From an optimization exercise on the open Yosys and OpenROAD flow, aimed at small area and a short achievable clock period; shortcuts taken in it are not production practice.
In this exercise RTL edits were held to simulation tests only and were not proved equivalent to the original.

==> flow/design.v (outline; a module is shown in full before it is edited, if it fits) <==
// module Subtractor: 1175 lines
module Subtractor(
    input clk,
    input rst,               
    input in_valid,
    input [1:0] sel,         
    input [15:0] a,
    input [15:0] b,
    output out_valid,
    output [3:0] LED,
    output [26:0] binary_out,
    output [55:0] seg
);
  // ...
==> flow/flow/run.sh <==
#!/bin/bash
# Layout flow: the standard ORFS flow (standard.sh) with three changes:
#  - synthesis skips the generic ABC pass inside Yosys's synth (SYNTH_ARGS=-noabc), so
#    extract_fa sees the adder cells' XOR/majority logic as written;
#  - the technology-mapping ABC script (flow/abc_area.script) maps for a delay target
#    and then sizes cells for it, instead of sizing every path for minimum delay;
#  - port buffers use the small buffer given in flow/port_buffer.txt.
set -euo pipefail
W=$(pwd)
mkdir -p "$W/scripts_x"
for f in "$FLOW_HOME"/scripts/*; do ln -sfn "$f" "$W/scripts_x/"; done
rm -f "$W/scripts_x/abc_area.script"
cp "$W/flow/abc_area.script" "$W/scripts_x/abc_area.script"
PB=$(cat "$W/flow/port_buffer.txt")
bash standard.sh SCRIPTS_DIR="$W/scripts_x" SYNTH_ARGS=-noabc "BUFFER_PORTS_ARGS=-buffer_cell $PB" finish > "$W/make_finish.log" 2>&1
==> flow/flow/abc_area.script <==
strash
dch -f
map -D 5000
topo
stime -c
buffer -c
upsize -c -D 5000
dnsize -c -D 5000
==> flow/flow/port_buffer.txt <==
sky130_fd_sc_hd__buf_2
==> flow/standard.sh <==
#!/bin/bash
# synth_recipe.tcl (not shown) runs the flow's synth.tcl, then flattens the netlist and writes it again
# the make line also repeats each setting of config.mk as NAME=value (left out here)
make -C /OpenROAD-flow-scripts/flow DESIGN_CONFIG=/design/flow/config.mk WORK_HOME=/design/flow/orfs CLKGATE_MAP_FILE= SYNTH_SCRIPT=/design/flow/synth_recipe.tcl "${@:-finish}"
==> flow/config.mk <==
export PLATFORM = sky130hd
export DESIGN_NAME = Subtractor
export DESIGN_NICKNAME = Subtractor
export VERILOG_FILES = /design/flow/design.v
export SDC_FILE = /design/flow/constraint.sdc
export NUM_CORES = 4
export LEC_CHECK = 0
export ABC_AREA = 1
export CAP_MARGIN = 20
export CORE_MARGIN = 2
export CORE_UTILIZATION = 60
export CTS_CLUSTER_DIAMETER = 80
export CTS_CLUSTER_SIZE = 40
export SLEW_MARGIN = 20
==> flow/constraint.sdc <==
create_clock -name core_clock -period 33.0 [get_ports {clk}]
set_input_delay 6.6000 -clock core_clock [delete_from_list [all_inputs] [get_ports {clk}]]
set_output_delay 6.6000 -clock core_clock [all_outputs]
set_load 0.01 [all_outputs]
==> impl_metrics.ini, run 1 <==
[logic_synthesis]
yosys.area_share.simple_pct = 17.8
synth_top_area_cell = dfxtp_1
ys_types = 54
synthCells = 2070
syn_avg_cell_area_sq_um = 8.00
synth_ff_type = dfxtp_1
ys_seq_area_share_pct = 24.3

[critical_path]
cp.required_ns = 26.40
reg2reg_depth = 25
critPathMaxStageDelay_ns = 0.34
r2r_end = R1[26]$_DFF_P_
worstSetupEndpoint = seg[2]

[drt]
drtPass1Iterations = 5
top_layer = met4
wire_per_inst_um = 14.0
drt_wl_total_um = 35100

[hold_path]
holdPathEnd = bin_r[17]$_DFF_P_
hold_start = R2[17]$_DFF_P_

[placed_design]
place_hpwl_um = 27700

[global_route]
grt_first_pass_wirelength_um = 58900
antenna_found_initial = 0
grt_start_max_net_pins = 34

[cells_and_area]
clockBufferCount = 13
utilization_pct = 66.2
num-nonclk-buffers = 126
diodes = 0
design_area_sq_um = 17900
seqAreaFraction_pct = 22.5
final-clk-cell-share_pct = 2.36
seq_cells = 201

[floorplanning]
rows = 60
nWellTaps = 341
fp.dieArea_sq_um = 29000

[clocking]
clock_path_buffers = 3
cts_max_level = 1

[sta]
slew_headroom_pct = 43.9
rsz0062_at_grt = no

[flow_run]
cap_violations = 0

[run_status]
status = finished clean
==> inputs of run 2 (changes only) <==
--- a/flow/config.mk
+++ b/flow/config.mk
@@ -11,4 +11,4 @@
 export CORE_UTILIZATION = 60
-export CTS_CLUSTER_DIAMETER = 80
-export CTS_CLUSTER_SIZE = 40
+export CTS_CLUSTER_DIAMETER = 110
+export CTS_CLUSTER_SIZE = 36
 export SLEW_MARGIN = 20
==> impl_metrics.ini, run 2 <==
[run_status]
status = finished clean

[drt]
drt_wl_total_um = 35100
detail-route-antenna-nets = 0
drt_iter0_markers = 766
drcViolationCount = 0
wire_per_inst_um = 14.0
drtPass1Iterations = 5
via_count = 13700
via_per_inst = 5.47

[clocking]
clkLatencyLatePin_ns = 0.48
numCtsBuffers = 10
cts_hold_buf = 0
post_cts_buffers = 0
cts_tree = done
cts_sinks = 201
clock_path_buffers = 3
cts-root-buf = clkbuf_16
cts.repair.resized = 0
cts_max_level = 1
clk_pin_slew_ns = 0.12

[floorplanning]
die-height_um = 170
die_w_um = 170
fp.dieArea_sq_um = 29000
start_util_pct = 61.3
pin_count = 125
rows = 60
core_area_sq_um = 27000

[logic_synthesis]
synthMostInstantiatedCell = nor2_1
ys_top_cells_by_area = dfxtp_1 24%, fa_1 23%, nor2_1 8.0%, inv_1 6.4%, nand2_1 6.0%
synthArstFlopShare_pct = 0
syn_area_sq_um = 16600
syn-num-nets = 2336
ys_seq_area_share_pct = 24.3
synth_compound_area_share_pct = 17.7
yosys_warnings = 1
syn_avg_cell_area_sq_um = 8.00
ys_ff_latch = 201
synth_common_cells = 352 x nor2_1, 283 x inv_1, 265 x nand2_1, 201 x dfxtp_1, 187 x fa_1
synth_top_area_share_pct = 24.3
synth_xor_xnor_area_share_pct = 6.82
synth-edff-count = 0
ys_types = 54
yosys.area_share.simple_pct = 17.8
synth_ff_type = dfxtp_1
synth_mux_area_share_pct = 0
synthCells = 2070
synth_top_family_by_area = adder cells
synth-adder-area-share_pct = 25.8
synth_top_area_cell = dfxtp_1

[placed_design]
place_hpwl_um = 27700
gp_congestion = 0.885
dp.cells = 2494
portBuffers = 124

[cells_and_area]
final_cell_mix = 352 x nor2_1, 283 x inv_1, 265 x nand2_1
largest_register = seg_r
layout_commonest_cell = nor2_1
nNetsFinal = 2431
drive_gt1_share_pct = 11.1
largest_register_ff_count = 56
finalNonFillerCells = 2510
top_regs = seg_r: 56 flops, R1: 27 flops, bin_r: 27 flops
area_growth_pct = 7.77
diodes = 0

[global_route]
grt_overflow_total = 0
grt.total_usage_pct = 24.6
grt_first_pass_wirelength_um = 58800
grt_pass1_vias = 13200
antenna_found_initial = 0
grt_start_max_net_pins = 37

[critical_path]
worstSetupPathType = register to output pin
cp.arrival_ns = 0.95
cp-start-kind = register
cp_top_family = flip-flops
cp_cell_sequence = buf_2
path_buf_inv = 1
cp.required_ns = 26.40
reg2reg_slack_ns = 25.70
crit_slowest_cell = dfxtp_1
r2r-start = S0[0]$_DFF_P_
r2r_end = R1[26]$_DFF_P_
endpoint_kind = output pin
critPathMaxFanout = 1
critPathMaxStageDelay_ns = 0.34
reg2reg_depth = 25

[sta]
tightest_slew_ns = 0.820
fmax_ghz = 0.132
tns_ns = 0
rsz0062_at_grt = no
hold_viol_final = 0
setup_viol = 0
finalCriticalPeriod_ns = 7.55
timing.final.crit_share_pct = 22.9
clock-skew-final_ns = 0.0143
maxSlewViolCount = 0
slew_headroom_pct = 45.2

[hold_path]
worstHoldPathType = register to register
worstHoldPathCells = 0
holdPathEnd = bin_r[17]$_DFF_P_
hold_start = R2[17]$_DFF_P_

[flow_run]
cap_violations = 0
==> run 2: cell counts after synthesis <==
Identical to the previous run, type by type.
==> run 2: area by class of cell <==
class	instances	area, sq um
Clock buffer	12	279
Clock inverter	4	106
Fill cell	2360	9180
Inverter	293	1100
Multi-Input combinational cell	1533	11300
Sequential cell	201	4020
Tap cell	341	427
Timing Repair Buffer	126	636
==> run 2: worst max-delay path by stage <==
stage                        startpoint                   end  slack [ns]  cells after the start
floorplan              led_r[0]$_DFF_P_                LED[0]       26.07                      0
global placement          S0[0]$_DFF_P_        R1[26]$_DFF_P_       25.94                     25
detailed placement        S0[0]$_DFF_P_        R1[26]$_DFF_P_       25.80                     25
CTS                   bin_r[24]$_DFF_P_        binary_out[24]       25.44                      1
global route             D2[18]$_DFF_P_  seg_r[14]$_SDFF_PP1_       25.16                     39
finish              seg_r[2]$_SDFF_PP1_                seg[2]       25.45                      1
==> run 2: worst register-to-register path, delay by kind of cell (launching register included) <==
kind | cells | cell delay, ns
buf+inv | 5 | 1.43
fa+ha+maj | 7 | 3.19
compound gates | 6 | 0.99
simple gates | 7 | 0.78
flops | 1 | 0.81
==> run 2: routing by layer <==
metal / share of wire, % / track usage [%]
met3: 4.9 / 2.91
met2: 51 / 45.4
met4: 2.3 / 7.21
met5: 0 / 0
met1: 42 / 30.0
==> run 2: cells by family (layout without fill, tap and decap cells) <==
| kind of cell | after synthesis | in the layout |
|---|---|---|
| and+or+nand+nor | 712 | 712 |
| AOI/OAI and AO/OA | 475 | 475 |
| buffers and inverters | 336 | 435 |
| adders and majority gates | 229 | 229 |
| DFF | 201 | 201 |
| xor gates and xnor gates | 117 | 117 |
==> run 2: per-stage QoR <==
stage | util (%) | instance area, sq um | hold slack [ns] | worst slack, ns
finish | 66.0 | 17800 | 0.337 | 25.45
global route | 66.0 | 17800 | 0.346 | 25.16
CTS | 66.0 | 17800 | 0.340 | 25.44
detailed placement | 64.6 | 17500 | 0.312 | 25.80
global placement | 64.6 | 17500 | 0.310 | 25.94
floorplan | - | 16600 | 0.310 | 26.07
==> inputs of run 3 (changes only) <==
--- a/flow/config.mk
+++ b/flow/config.mk
@@ -11,4 +11,4 @@
 export CORE_UTILIZATION = 60
-export CTS_CLUSTER_DIAMETER = 110
-export CTS_CLUSTER_SIZE = 36
+export CTS_CLUSTER_DIAMETER = 100
+export CTS_CLUSTER_SIZE = 30
 export SLEW_MARGIN = 20
==> impl_metrics.ini, run 3 <==
[clocking]
post_cts_buffers = 0
cts_hold_buf = 0
clk_pin_slew_ns = 0.10
numCtsBuffers = 11
cts.repair.resized = 0
cts-root-buf = clkbuf_16
cts_tree = done
cts_max_level = 1
cts_sinks = 201
clkLatencyLatePin_ns = 0.47
clock_path_buffers = 3

[cells_and_area]
layout_commonest_cell = nor2_1
final_cell_mix = 352 x nor2_1, 283 x inv_1, 265 x nand2_1
top_regs = seg_r: 56 flops, R1: 27 flops, bin_r: 27 flops
fill_cells = 2356
drive_gt1_share_pct = 11.1
area_growth_pct = 7.52
largest_register_ff_count = 56
nNetsFinal = 2432
diodes = 0
largest_register = seg_r

[hold_path]
hold_start = R2[15]$_DFF_P_
worstHoldPathCells = 0
holdPathEnd = bin_r[15]$_DFF_P_
worstHoldPathType = register to register

[sta]
setup_viol = 0
tightest_slew_ns = 0.827
slew_headroom_pct = 44.7
rsz0062_at_grt = no
timing.final.crit_share_pct = 22.8
clock-skew-final_ns = 0.0160
tns_ns = 0
finalCriticalPeriod_ns = 7.53
fmax_ghz = 0.133
maxSlewViolCount = 0
setup_slack_ns = 25.47
hold_viol_final = 0

[logic_synthesis]
ys_ff_latch = 201
synth_top_area_share_pct = 24.3
synthCells = 2070
synthArstFlopShare_pct = 0
ys_types = 54
ys_seq_area_share_pct = 24.3
syn_area_sq_um = 16600
syn-num-nets = 2336
synthMostInstantiatedCell = nor2_1
syn_avg_cell_area_sq_um = 8.00
synth_common_cells = 352 x nor2_1, 283 x inv_1, 265 x nand2_1, 201 x dfxtp_1, 187 x fa_1
yosys_warnings = 1
synth_ff_type = dfxtp_1
ys_top_cells_by_area = dfxtp_1 24%, fa_1 23%, nor2_1 8.0%, inv_1 6.4%, nand2_1 6.0%
synth-edff-count = 0
synth_top_area_cell = dfxtp_1

[critical_path]
reg2reg_slack_ns = 25.66
worstSetupPathType = register to output pin
reg2reg_depth = 25
critPathMaxStageDelay_ns = 0.33
crit_path_start = seg_r[2]$_SDFF_PP1_
cp_top_family = flip-flops
endpoint_kind = output pin
r2r-start = S0[0]$_DFF_P_
cp-start-kind = register
path_buf_inv = 1
r2r_end = R1[26]$_DFF_P_
cp.arrival_ns = 0.93
cp_cell_sequence = buf_2
cp.required_ns = 26.40
crit_slowest_cell = dfxtp_1
critPathMaxFanout = 1

[floorplanning]
rows = 60
die-height_um = 170
fp.dieArea_sq_um = 29000
pin_count = 125
start_util_pct = 61.3
die_w_um = 170
core_area_sq_um = 27000

[run_status]
status = finished clean

[global_route]
antenna_found_initial = 0
grt_pass1_vias = 13200
grt_overflow_total = 0
grt_first_pass_wirelength_um = 58800
grt_start_max_net_pins = 31
grt.total_usage_pct = 24.5

[drt]
drcViolationCount = 0
drtPass1Iterations = 6
drt_wl_total_um = 35100
drt_iter0_markers = 737
via_count = 13700
wire_per_inst_um = 14.0
detail-route-antenna-nets = 0
via_per_inst = 5.46

[placed_design]
gp_congestion = 0.885
dp_slack_ns = 25.80
place_hpwl_um = 27700
portBuffers = 124

[flow_run]
cap_violations = 0
-- run 3: cell types whose count changed in the layout (fill, tap and decap cells not counted), sizes merged --
cell,delta
bufinv,-1
clkbuf,-1
clkinv,-2
inv,+3
-- run 3: per-stage QoR --
step / instance area, sq um / cells / hold WS [ns] / util [%]
floorplan: 16600 / 2070 / 0.310 / -
global placement: 17500 / 2494 / 0.310 / 64.6
detailed placement: 17500 / 2494 / 0.312 / 64.6
CTS: 17800 / 2509 / 0.325 / 65.9
global route: 17800 / 2509 / 0.330 / 65.9
finish: 17800 / 2509 / 0.321 / 65.9
-- run 3: cell type report --
class	count	area, sq um	area share, %
clock buffer	11	275	1.55
clock inverter	4	70.1	0.393
inverter	293	1100	6.18
sequential	201	4020	22.6
tap	341	427	2.40
multi-input combinational	1533	11300	63.3
timing repair buffer	126	636	3.57
-- run 3: cells by family after synthesis --
kind of cell,Yosys count,share of synthesized area (%)
compound gates,475,17.7
xor+xnor,117,6.82
fa+ha+maj,229,25.8
buf+inv,336,7.61
flops,201,24.3
simple gates,712,17.8
-- run 3: how the worst max path moves through the flow --
stage                          end  slack (ns)  cells past startpoint
floorplan                   LED[0]       26.07                      0
global placement    R1[26]$_DFF_P_       25.94                     25
detailed placement  R1[26]$_DFF_P_       25.80                     25
CTS                         seg[9]       25.45                      1
global route        R1[26]$_DFF_P_       25.18                     25
finish                      seg[2]       25.47                      1
-- run 3: layer usage --
| layer | part of all wire (%) | GRT usage, % | vias to the layer above | wire length, um |
|---|---|---|---|---|
| met5 | 0 | 0 | - | 0 |
| met4 | 2.3 | 7.32 | 0 | 813 |
| met3 | 4.6 | 3.09 | 52 | 1600 |
| met2 | 51 | 45.2 | 324 | 17800 |
| met1 | 42 | 29.9 | 6462 | 14900 |
| li1 | - | - | 6870 | - |
==> inputs of run 4 (changes only) <==
--- a/flow/config.mk
+++ b/flow/config.mk
@@ -10,3 +10,3 @@
 export CORE_MARGIN = 2
-export CORE_UTILIZATION = 60
+export CORE_UTILIZATION = 70
 export CTS_CLUSTER_DIAMETER = 100
==> impl_metrics.ini, run 4 <==
[logic_synthesis]
synth-edff-count = 0
ys_ff_latch = 201
ys_seq_area_share_pct = 24.3
synthCells = 2070
syn_area_sq_um = 16600
syn_avg_cell_area_sq_um = 8.00
synthMostInstantiatedCell = nor2_1
synth_top_area_share_pct = 24.3
ys_top_cells_by_area = dfxtp_1 24%, fa_1 23%, nor2_1 8.0%, inv_1 6.4%, nand2_1 6.0%
synth_top_area_cell = dfxtp_1
yosys_warnings = 1
synthArstFlopShare_pct = 0
ys_types = 54
synth_common_cells = 352 x nor2_1, 283 x inv_1, 265 x nand2_1, 201 x dfxtp_1, 187 x fa_1
syn-num-nets = 2336
synth_ff_type = dfxtp_1

[clocking]
cts-root-buf = clkbuf_16
cts.repair.resized = 0
post_cts_buffers = 0
cts_max_level = 1
cts_tree = done
clk_pin_slew_ns = 0.11
clkLatencyLatePin_ns = 0.49
cts_hold_buf = 0
cts_sinks = 201
numCtsBuffers = 11
clock_path_buffers = 3

[placed_design]
place_hpwl_um = 27400
placed_area_sq_um = 17400
gp_congestion = 0.892
portBuffers = 124
dp_slack_ns = 25.88

[drt]
detail-route-antenna-nets = 0
drt_iter0_markers = 763
wire_per_inst_um = 14.2
via_count = 14000
drt_wl_total_um = 35200
drcViolationCount = 0
via_per_inst = 5.63
drtPass1Iterations = 6

[hold_path]
worstHoldPathCells = 0
worstHoldPathType = register to register
hold_start = R2[19]$_DFF_P_
holdPathEnd = bin_r[19]$_DFF_P_

[sta]
rsz0062_at_grt = no
setup_viol = 0
clock-skew-final_ns = 0.0327
timing.final.crit_share_pct = 22.9
maxSlewViolCount = 0
slew_headroom_pct = 44.8
fmax_ghz = 0.133
finalCriticalPeriod_ns = 7.54
tns_ns = 0
setup_slack_ns = 25.46
hold_viol_final = 0
tightest_slew_ns = 0.826

[critical_path]
r2r-start = S0[0]$_DFF_P_
cp_top_family = flip-flops
cp.arrival_ns = 0.94
r2r_end = R1[26]$_DFF_P_
worstSetupPathType = register to output pin
critPathMaxStageDelay_ns = 0.34
cp-start-kind = register
cp.required_ns = 26.40
crit_slowest_cell = dfxtp_1
critPathMaxFanout = 1
reg2reg_depth = 25
path_buf_inv = 1
cp_cell_sequence = buf_2
endpoint_kind = output pin
reg2reg_slack_ns = 25.80

[cells_and_area]
utilization_pct = 76.1
layout_commonest_cell = nor2_1
area_growth_pct = 7.26
diodes = 0
design_area_sq_um = 17800
final_cell_mix = 352 x nor2_1, 283 x inv_1, 265 x nand2_1
largest_register = seg_r
largest_register_ff_count = 56
drive_gt1_share_pct = 11.0
top_regs = seg_r: 56 flops, R1: 27 flops, bin_r: 27 flops
nNetsFinal = 2432

[floorplanning]
fp.dieArea_sq_um = 24900
pin_count = 125
die-height_um = 158
die_w_um = 158
core_area_sq_um = 23300
start_util_pct = 71.0
rows = 56

[global_route]
antenna_found_initial = 0
grt_first_pass_wirelength_um = 58600
grt_start_max_net_pins = 31
grt_overflow_total = 0
grt_pass1_vias = 13500
grt.total_usage_pct = 28.6

[flow_run]
cap_violations = 0

[run_status]
status = finished clean
## run 4: cell types whose count changed in the layout (fill, tap and decap cells not counted)
cell,delta
bufinv_16,-1
clkbuf_1,+2
clkinv_16,+1
clkinv_8,+1
inv_16,-1
inv_6,-1
inv_8,-1
## run 4: metrics by stage
stage | hold WS [ns] | std cells
after floorplan | 0.310 | 2070
after global placement | 0.310 | 2472
after detailed placement | 0.312 | 2472
after CTS | 0.322 | 2487
after global routing | 0.316 | 2487
final | 0.327 | 2487
## run 4: cell families after synthesis
logic type                 synth area share (%)
xor gates and xnor gates                   6.82
DFF                                        24.3
buffers and inverters                      7.61
and+or+nand+nor                            17.8
adders and majority gates                  25.8
AOI/OAI and AO/OA                          17.7
## run 4: layout make-up
| cell class | count | area (sq um) |
|---|---|---|
| inverter | 293 | 1100 |
| multi-input combinational | 1533 | 11300 |
| timing repair buffer | 126 | 636 |
| tap | 319 | 399 |
| sequential | 201 | 4020 |
| clock buffer | 13 | 283 |
| clock inverter | 2 | 46.3 |
| fill | 1781 | 5570 |
## run 4: worst max-delay path by stage
stage,startpoint,cells past startpoint,slack (ns),endpoint
after floorplan,led_r[0]$_DFF_P_,0,26.07,LED[0]
after global placement,S0[0]$_DFF_P_,25,25.99,R1[26]$_DFF_P_
after detailed placement,S0[0]$_DFF_P_,25,25.88,R1[26]$_DFF_P_
after CTS,bin_r[10]$_DFF_P_,1,25.44,binary_out[10]
after global routing,R1[24]$_DFF_P_,40,25.21,D2[5]$_DFF_P_
final,bin_r[20]$_DFF_P_,1,25.46,binary_out[20]
## run 4: metal layers
layer  track usage [%]  wire (um)  vias to the layer above
li1                  -          -                     6875
met1              33.7      13800                     6569
met2              53.5      18200                      440
met3              3.26       1950                      109
met4              10.6       1270                        0
met5                 0          0                        -
==> inputs of run 5 (changes only) <==
==> flow/flow/port_buffer.txt (replaced) <==
sky130_fd_sc_hd__buf_1
--- a/flow/config.mk
+++ b/flow/config.mk
@@ -10,3 +10,3 @@
 export CORE_MARGIN = 2
-export CORE_UTILIZATION = 70
+export CORE_UTILIZATION = 60
 export CTS_CLUSTER_DIAMETER = 100
==> impl_metrics.ini, run 5 <==
[run_status]
status = finished clean

[sta]
timing.final.crit_share_pct = 23.0
slew_headroom_pct = 46.1
maxSlewViolCount = 0
setup_viol = 0
tightest_slew_ns = 0.807
hold_viol_final = 0
clock-skew-final_ns = 0.0224
rsz0062_at_grt = no
fmax_ghz = 0.132
finalCriticalPeriod_ns = 7.58
tns_ns = 0

[logic_synthesis]
ys_ff_latch = 201
ys_types = 54
syn_area_sq_um = 16600
syn_avg_cell_area_sq_um = 8.00
synthArstFlopShare_pct = 0
synth-edff-count = 0
ys_top_cells_by_area = dfxtp_1 24%, fa_1 23%, nor2_1 8.0%, inv_1 6.4%, nand2_1 6.0%
ys_seq_area_share_pct = 24.3
synth_top_area_cell = dfxtp_1
synth_top_area_share_pct = 24.3
syn-num-nets = 2336
yosys_warnings = 1
synthMostInstantiatedCell = nor2_1
synthCells = 2070
synth_common_cells = 352 x nor2_1, 283 x inv_1, 265 x nand2_1, 201 x dfxtp_1, 187 x fa_1
synth_ff_type = dfxtp_1

[floorplanning]
fp.dieArea_sq_um = 29000
start_util_pct = 61.3
die-height_um = 170
die_w_um = 170
pin_count = 125
rows = 60
core_area_sq_um = 27000

[global_route]
antenna_found_initial = 0
grt_pass1_vias = 13000
grt.total_usage_pct = 24.2
grt_first_pass_wirelength_um = 58000
grt_start_max_net_pins = 31
grt_overflow_total = 0

[clocking]
cts.repair.resized = 0
cts_hold_buf = 0
clock_path_buffers = 3
cts_tree = done
cts-root-buf = clkbuf_16
cts_max_level = 1
cts_sinks = 201
numCtsBuffers = 11
clkLatencyLatePin_ns = 0.48
post_cts_buffers = 0
clk_pin_slew_ns = 0.10

[drt]
drtPass1Iterations = 5
detail-route-antenna-nets = 0
via_count = 13800
drt_wl_total_um = 35000
wire_per_inst_um = 13.9
drcViolationCount = 0
via_per_inst = 5.50
drt_iter0_markers = 734

[flow_run]
cap_violations = 0

[cells_and_area]
finalNonFillerCells = 2509
drive_gt1_share_pct = 5.40
largest_register = seg_r
diodes = 0
area_growth_pct = 6.57
nNetsFinal = 2432
top_regs = seg_r: 56 flops, R1: 27 flops, bin_r: 27 flops
final_cell_mix = 352 x nor2_1, 283 x inv_1, 265 x nand2_1
largest_register_ff_count = 56
layout_commonest_cell = nor2_1

[critical_path]
cp_cell_sequence = buf_1
critPathMaxFanout = 1
worstSetupPathType = register to output pin
path_buf_inv = 1
cp.required_ns = 26.40
cp-start-kind = register
cp_top_family = flip-flops
endpoint_kind = output pin
cp.arrival_ns = 0.98
crit_slowest_cell = dfxtp_1
critPathMaxStageDelay_ns = 0.34

[placed_design]
gp_congestion = 0.860
portBuffers = 124
place_hpwl_um = 27200
dp.cells = 2494

[hold_path]
worstHoldPathType = register to register
-- run 5: cell counts after synthesis --
No cell type changed its count.
-- run 5: layout make-up --
class / count / area, sq um
Clock buffer: 12 / 289
Clock inverter: 3 / 53.8
Fill cell: 2408 / 9370
Inverter: 293 / 1100
Multi-Input combinational cell: 1533 / 11300
Sequential cell: 201 / 4020
Tap cell: 341 / 427
Timing Repair Buffer: 126 / 480
-- run 5: stage by stage --
step	hold slack [ns]	util (%)	setup slack [ns]	cell area (sq um)
after floorplan	0.310	-	26.07	16600
after global placement	0.310	64.0	25.90	17300
after detailed placement	0.312	64.0	25.81	17300
after CTS	0.321	65.3	25.39	17700
after global routing	0.318	65.3	25.13	17700
final	0.315	65.3	25.42	17700
-- run 5: worst paths after layout --
kind                      from                 to  slack [ns]  depth (start not counted)
min reg2reg     R2[25]$_DFF_P_  bin_r[25]$_DFF_P_        0.31                          0
min             R2[25]$_DFF_P_  bin_r[25]$_DFF_P_        0.31                          0
max reg2reg      S0[1]$_DFF_P_     R1[26]$_DFF_P_       25.68                         26
max          bin_r[18]$_DFF_P_     binary_out[18]       25.42                          1
-- run 5: logic make-up after synthesis --
group,count (synthesis),share of synthesized area (%)
flip-flops,201,24.3
XOR/XNOR,117,6.82
AND/OR/NAND/NOR,712,17.8
buffers and inverters,336,7.61
adder cells (fa/ha/maj),229,25.8
AO/OA/AOI/OAI,475,17.7
-- run 5: metal layers --
layer	vias to the layer above	track usage, %	wire length (um)
li1	6863	-	-
met1	6530	29.7	14700
met4	0	6.28	868
met5	-	0	0
met3	56	2.40	1570
met2	349	45.4	17800

==> afterwards: timing with drivers on the ports <==
The flow's constraints put no driver on any port. The routed layouts listed below were extracted and timed again, unchanged, in two steps. Step 1 (the two cells are an assumption about what drives the block):
set clk [get_ports {clk}]
set_driving_cell -lib_cell sky130_fd_sc_hd__clkbuf_16 $clk
set_driving_cell -lib_cell sky130_fd_sc_hd__buf_2 [delete_from_list [all_inputs] $clk]
Step 2 also shifts input and output timing later by t, the mid clock arrival at the registers, as if the neighbouring blocks saw the same clock. Slacks: ideal ports / drivers / drivers and shift; pairs: ideal ports / drivers.
run	t (ns)	setup WS [ns]	latest minus earliest clock arrival (ns)	worst register clock-pin slew, ns	worst slew at a driven data input, ns
run 1	0.522	25.453 / 25.402 / 25.696	0.036 / 0.036	0.11 / 0.11	0.04
run 2	0.528	25.447 / 25.395 / 25.700	0.017 / 0.017	0.12 / 0.12	0.04
run 3	0.516	25.471 / 25.419 / 25.660	0.017 / 0.017	0.10 / 0.10	0.04
run 4	0.519	25.455 / 25.406 / 25.801	0.033 / 0.034	0.11 / 0.11	0.04
run 5	0.522	25.425 / 25.374 / 25.678	0.022 / 0.023	0.11 / 0.11	0.04
After both steps every run listed still meets setup and hold.
